This design comes from an exercise in tuning for small area on the open sky130 flow, not from production work.
The RTL was checked by simulation tests, not by an equivalence proof against the original design.
The flow treats the clock pin as an ideal source, which a real chip does not have.
Power and IR drop assume default switching activity.

// epl_FFRAM02_top_fi
module epl_FFRAM02_top_fi (
           input  wire [4-1 :0] pA_i,
           input  wire [1-1:0]       pFS_i,
           input  wire [4-1:0]  pD_i,
           input  wire                    pCLOCK_i,
           input  wire                    nRESET_i,
           input  wire                    nCEN_i,
           input  wire                    nWEN_i,
           output reg  [4-1:0]  pQ_o,
           output reg                     pERR_o,
           output wire [6:0]              pCcodeword1_o
       );
==> flow/config.mk <==
export PLATFORM = sky130hd
export DESIGN_NAME = epl_FFRAM02_top_fi
export DESIGN_NICKNAME = epl_FFRAM02_top_fi
export VERILOG_FILES = /design/flow/design.v
export SDC_FILE = /design/flow/constraint.sdc
export NUM_CORES = 4
export LEC_CHECK = 0
export CAP_MARGIN = 20
export CORE_MARGIN = 2
export CORE_UTILIZATION = 40
export SLEW_MARGIN = 20
export SYNTH_HIERARCHICAL = 1
export SYNTH_MINIMUM_KEEP_SIZE = 0
==> flow/constraint.sdc <==
create_clock -name core_clock -period 4.0 [get_ports {pCLOCK_i}]
set_input_delay 0.8000 -clock core_clock [delete_from_list [all_inputs] [get_ports {pCLOCK_i}]]
set_output_delay 0.8000 -clock core_clock [all_outputs]
set_load 0.01 [all_outputs]
standard.sh (not shown) runs the stock make flow with config.mk's settings and CLKGATE_MAP_FILE= SYNTH_SCRIPT=/design/flow/synth_recipe.tcl, a recipe that flattens the netlist after the stock synthesis.
==> flow/flow/run.sh <==
#!/bin/bash
# Standard ORFS layout with two changes:
#  - port buffers use the smallest buffer cell (every port still gets one);
#  - clock tree synthesis inserts no dummy loads.
set -euo pipefail
export BUFFER_PORTS_ARGS="-buffer_cell sky130_fd_sc_hd__buf_1"
export CTS_ARGS="-sink_clustering_enable -repair_clock_nets -dont_use_dummy_load -buf_list sky130_fd_sc_hd__clkbuf_16 -sink_clustering_size 30 -sink_clustering_max_diameter 200"
bash standard.sh > standard_flow.log 2>&1
Next try:
==> flow/flow/run.sh (replaced) <==
#!/bin/bash
# Standard ORFS layout with two changes:
#  - port buffers use the smallest buffer cell (every port still gets one);
#  - clock tree synthesis inserts no dummy loads.
set -euo pipefail
export BUFFER_PORTS_ARGS="-buffer_cell sky130_fd_sc_hd__buf_1"
export CTS_ARGS="-sink_clustering_enable -repair_clock_nets -dont_use_dummy_load -buf_list sky130_fd_sc_hd__clkbuf_8 -sink_clustering_size 20 -sink_clustering_max_diameter 200"
bash standard.sh > standard_flow.log 2>&1
After rerunning: Flip-flop and latch count stays the same. Routed wire length is lower slightly. Combinational power stays flat. Non-clock buffer count stays the same. Global-route usage hardly moves. Die area stays the same. Synthesized area stays the same. Total power is lower by roughly a tenth. Final area is lower by a few percent. Worst setup slack is worse by 0.030 ns.
Next try:
==> flow/flow/run.sh (replaced) <==
#!/bin/bash
# Standard ORFS layout with two changes:
#  - port buffers use the smallest buffer cell (every port still gets one);
#  - clock tree synthesis inserts no dummy loads.
set -euo pipefail
export BUFFER_PORTS_ARGS="-buffer_cell sky130_fd_sc_hd__buf_1"
export CTS_ARGS="-sink_clustering_enable -repair_clock_nets -dont_use_dummy_load"
bash standard.sh > standard_flow.log 2>&1
Effect:
- fmax is unchanged
- first-iteration DRC count is unchanged
- non-clock buffer count does not change
- routed wire length does not change
- setup slack does not change
- worst hold slack does not change
- via count stays the same
- synthesized cell count does not change
- die area does not change
- clock skew stays the same

* * *

Another version of the RTL of epl_FFRAM02_top_fi (not shown whole).
For scale: roughly 220 cells after synthesis, ~110 flip-flops, roughly 3700 um^2 of cells after synthesis.
clock: 4.0 ns
lec_check: 0
cap_margin: 20
core_margin: 2
core_utilization: 60
slew_margin: 20
synth_hierarchical: 1
synth_minimum_keep_size: 0
==> flow/flow/run.sh <==
#!/bin/bash
# The standard layout (standard.sh), with two changes:
#  - port buffers use the smallest buffer cell (every port still gets one);
#  - the clock tree is built by flow/clock_tree.tcl instead of TritonCTS:
#    the clock port drives one inverter, which drives a few large inverters,
#    each driving one position-based cluster of flip-flops.
# Each tool's output goes to a log file of its own in this folder.
set -euo pipefail
export BUFFER_PORTS_ARGS="-buffer_cell sky130_fd_sc_hd__buf_1"
bash standard.sh place > log_standard_place.log 2>&1
openroad -no_init -exit flow/clock_tree.tcl > log_clock_tree.log 2>&1
bash standard.sh > log_standard_finish.log 2>&1
Other scripts of this flow, unchanged in this note and not shown: flow/flow/clock_tree.tcl, flow/flow/mcts.tcl
The starting point passed the timing, design-rule and antenna checks.
==> next run, changes <==
GPL_TIMING_DRIVEN = 0   (was not set)
After rerunning:
- The changed run completed with no timing, DRC or antenna violations
- wire length is lower by a little under a tenth
- setup slack improved by 0.042 ns
- final area is lower by a few percent
- combinational power stays flat

[port drivers added, routing unchanged]
The results above use ideal ports. As a check the final layouts listed here were re-extracted and re-timed, cells and wires unchanged.
Step 1 (the two cells are an assumption about what drives the block):
set clk [get_ports {pCLOCK_i}]
set_driving_cell -lib_cell sky130_fd_sc_hd__clkbuf_16 $clk
set_driving_cell -lib_cell sky130_fd_sc_hd__buf_2 [delete_from_list [all_inputs] $clk]
Step 2 times the ports against the registers' clock, not the clock port: input delays grow and output delays shrink by t, the midpoint of the rising clock arrivals with the driver on.
a / b / c = ideal / step 1 / step 2; a / b = the first two.
run	shift t [ns]	setup WS [ns]	clock arrival spread, ns	slew at the worst register clock pin (ns)	cell pins on the clock port's net
the first run of note 1	0.368	1.782 / 1.744 / 1.468	0.022 / 0.022	0.07 / 0.07	1
the second run of note 1	0.382	1.752 / 1.718 / 1.460	0.033 / 0.033	0.10 / 0.10	1
the third run of note 1	0.382	1.752 / 1.718 / 1.460	0.033 / 0.033	0.10 / 0.10	1
the first run of note 2	0.278	1.165 / 1.176 / 0.898	0.019 / 0.018	0.11 / 0.11	1
the second run of note 2	0.272	1.207 / 1.220 / 0.948	0.009 / 0.010	0.10 / 0.10	1
After both steps setup and hold are still met in every run listed. For the first run of note 1, which loses most, drivers alone change the setup slack by -0.038 ns; drivers and shift together by -0.314 ns.
